Source: an optimization exercise on an open RTL-to-GDS flow (aim: small area). Production flows keep margins and buffers that such runs may drop.
Function was checked by simulation only, so behaviour that the tests miss may differ from the original.
Power figures rest on the tool's default switching activity, not on a simulated workload.

Design LEGLiteSingle, start of the top module:
module LEGLiteSingle(
	iaddr,		 
	daddr,		 
	dwrite,		 
	dread,		 
	dwdata,		 
	alu_out,	 
	clock,
	idata,		 
	ddata,		 
	reset,
	probe
	);
output [15:0] iaddr;
output [15:0] daddr;
output dwrite;
output dread;
output [15:0] dwdata;
output [15:0] alu_out;
input clock;
input [15:0] idata;
input [15:0] ddata;
input reset;
output [15:0] probe;
wire [15:0] simm = {{10{idata[11]}}, idata[11:6]};
assign probe = simm;
wire is_ld, is_st, is_b, is_cbz, regwrite, ld_data, is_andi, sub, useimm, b_en, b_rt, b_keep;
Control ctrl(
	.opcode(idata[15:12]),
	.is_ld(is_ld), .is_st(is_st), .is_b(is_b), .is_cbz(is_cbz),
	.regwrite(regwrite), .ld_data(ld_data), .is_andi(is_andi), .sub(sub),
	.useimm(useimm), .b_en(b_en), .b_rt(b_rt), .b_keep(b_keep)
	);
assign dread = is_ld;
assign dwrite = is_st;
wire [15:0] rda, rdb, wd;
RegFile rf(
	.clock(clock),
	.wdata(wd), .waddr(idata[2:0]), .write(regwrite),
	.raddr_a(idata[5:3]), .rdata_a(rda),
	.raddr_b0(idata[11:9]), .raddr_b1(idata[2:0]), .sel_b1(b_rt), .en_b(b_en), .rdata_b(rdb)
	);
assign dwdata = rdb;
wire [15:0] amask = simm | {16{~is_andi}};
wire [15:0] opa = rda & amask;
wire [15:0] simmg = simm & {16{useimm}};
wire [15:0] opb = (rdb & {16{b_keep}}) | simmg;
wire [15:0] sum;
ALU alu(.a(opa), .b(opb), .sub(sub), .sum(sum));
assign daddr = sum;
  ...
Size: ~520 cells after synthesis, ~130 flip-flops, roughly 120 I/O pins, about 6600 um2 of cells after synthesis.
export LEC_CHECK = 0
export CAP_MARGIN = 10
export CORE_MARGIN = 2
export CORE_UTILIZATION = 50
export GPL_TIMING_DRIVEN = 0
export SLEW_MARGIN = 10
create_clock -name core_clock -period 12.0 [get_ports {clock}]
standard.sh (not shown) runs the stock make flow with config.mk's settings and CLKGATE_MAP_FILE= SYNTH_SCRIPT=/design/flow/synth_recipe.tcl, a recipe that flattens the netlist after the stock synthesis.
==> flow/flow/run.sh <==
#!/bin/bash
# Layout flow: the standard layout (standard.sh), except that synthesis maps
# the combinational logic with an area-oriented ABC script (flow/abc.script)
# and keeps the decoder stage Sel7 apart, so that its two copies per
# port stay.
# Registers, their names and cell types are as in the standard synthesis.
# The floorplan removes the buffers synthesis put on pass-through wires
# (REMOVE_ABC_BUFFERS); placement then buffers every port as usual.
set -euo pipefail
W=$(pwd)
F=$(cd "$(dirname "${BASH_SOURCE[0]}")" && pwd)

# ORFS's synth.tcl with the ABC script replaced
sed '/synth_preamble.tcl/a lset abc_args 1 '"$F"'/abc.script' \
    "$FLOW_HOME/scripts/synth.tcl" > "$W/area_synth.tcl"
grep -q "lset abc_args 1" "$W/area_synth.tcl"
# The standard flow's synthesis wrapper, sourcing the copy above
sed 's#source \$::env(SCRIPTS_DIR)/synth.tcl#source '"$W"'/area_synth.tcl#' \
    "$W/synth_recipe.tcl" > "$W/area_synth_recipe.tcl"
grep -q "area_synth.tcl" "$W/area_synth_recipe.tcl"
# standard.sh with that synthesis script
sed -E 's#SYNTH_SCRIPT=[^ ]+#SYNTH_SCRIPT='"$W"'/area_synth_recipe.tcl#' \
    "$W/standard.sh" > "$W/area_standard.sh"
grep -q "area_synth_recipe.tcl" "$W/area_standard.sh"

# port buffers: the smallest buffer; no dummy clock-tree loads
export BUFFER_PORTS_ARGS="-buffer_cell sky130_fd_sc_hd__buf_1"
export CTS_ARGS="-sink_clustering_enable -repair_clock_nets -dont_use_dummy_load -sink_clustering_size 8 -buf_list {sky130_fd_sc_hd__clkbuf_4} -root_buf sky130_fd_sc_hd__clkbuf_8"
# repair with small buffers (and upsizing) rather than 6x-16x buffers:
# the platform's don't-use cells plus the large buffers
DU=$(make -s -C "$FLOW_HOME" DESIGN_CONFIG="$W/config.mk" WORK_HOME="$W/orfs" print-DONT_USE_CELLS | sed -n 's/^DONT_USE_CELLS: //p')
[ -n "$DU" ]
DU="$DU sky130_fd_sc_hd__buf_6 sky130_fd_sc_hd__buf_8 sky130_fd_sc_hd__buf_12 sky130_fd_sc_hd__buf_16"
bash "$W/area_standard.sh" "DONT_USE_CELLS=$DU" "SYNTH_KEEP_MODULES=Sel7" REMOVE_ABC_BUFFERS=1 finish > "$W/make_finish.log" 2>&1 || { tail -50 "$W/make_finish.log"; exit 1; }
tail -5 "$W/make_finish.log"
==> flow/flow/abc.script <==
strash
&get -n
&fraig -x
&put
scorr
dc2
strash
&get -n
&dch -f
&nf -p -a -R 1000
&put
Rerun with:
--- a/flow/flow/run.sh
+++ b/flow/flow/run.sh
@@ -26,5 +26,5 @@
 # port buffers: the smallest buffer; no dummy clock-tree loads
 export BUFFER_PORTS_ARGS="-buffer_cell sky130_fd_sc_hd__buf_1"
-export CTS_ARGS="-sink_clustering_enable -repair_clock_nets -dont_use_dummy_load -sink_clustering_size 8 -buf_list {sky130_fd_sc_hd__clkbuf_4} -root_buf sky130_fd_sc_hd__clkbuf_8"
+export CTS_ARGS="-sink_clustering_enable -repair_clock_nets -dont_use_dummy_load -sink_clustering_size 10 -buf_list {sky130_fd_sc_hd__clkbuf_4} -root_buf sky130_fd_sc_hd__clkbuf_4"
 # repair with small buffers (and upsizing) rather than 6x-16x buffers:
 # the platform's don't-use cells plus the large buffers
==> flow/flow/abc.script (replaced) <==
strash
&get -n
&fraig -x
&put
scorr
dc2
strash
&get -n
&dch -f
&nf -p -R 1000 -C 32
&put
Count of clock-buffer cells in the layout stays the same.
Die area is about the same.
Setup slack improves by 0.45 ns.
Non-clock buffer count is higher by 1.
Core utilization is lower by 0.15 points.
Rerun with:
--- a/flow/flow/run.sh
+++ b/flow/flow/run.sh
@@ -26,5 +26,5 @@
 # port buffers: the smallest buffer; no dummy clock-tree loads
 export BUFFER_PORTS_ARGS="-buffer_cell sky130_fd_sc_hd__buf_1"
-export CTS_ARGS="-sink_clustering_enable -repair_clock_nets -dont_use_dummy_load -sink_clustering_size 10 -buf_list {sky130_fd_sc_hd__clkbuf_4} -root_buf sky130_fd_sc_hd__clkbuf_4"
+export CTS_ARGS="-sink_clustering_enable -repair_clock_nets -dont_use_dummy_load -sink_clustering_size 8 -buf_list {sky130_fd_sc_hd__clkbuf_4} -root_buf sky130_fd_sc_hd__clkbuf_4"
 # repair with small buffers (and upsizing) rather than 6x-16x buffers:
 # the platform's don't-use cells plus the large buffers
Result: The new run went through all stages and came out clean. Via count stays the same. Final cell count is unchanged. Critical path depth stays the same. Area after synthesis stays the same. Register-to-register slack stays flat. Fmax stays the same. Power does not change. First-iteration DRC count does not change. Sequential power is about the same. Worst setup slack is unchanged.

## what the ideal ports hide
The flow's constraints put no driver on any port. The routed layouts listed below were extracted and timed again, unchanged, in two steps. Step 1: set_driving_cell puts a clkbuf_16 on clock and a buf_2 on each other input, an assumption about the parent block. Step 2 adds t to the input delays and takes it off the output delays; t is the mean of the earliest and latest rising clock arrival at the registers after step 1. Input paths then give back, and output paths get back, about the clock's delay inside the block. Three values: ideal, step 1, step 2; two values: the first two.
run	shift t [ns]	slack for setup (ns)	hold slack, ns	worst setup path at the end	worst register clock-pin slew, ns
the first run	0.455	0.274 / 0.244 / 0.244	0.618 / 0.618 / 0.618	input to output	0.10 / 0.10
the second run	0.567	0.727 / 0.704 / 0.460	0.619 / 0.619 / 0.619	input to register	0.11 / 0.11
the third run	0.567	0.727 / 0.704 / 0.460	0.619 / 0.619 / 0.619	input to register	0.11 / 0.11
After both steps setup and hold are still met in every run listed.
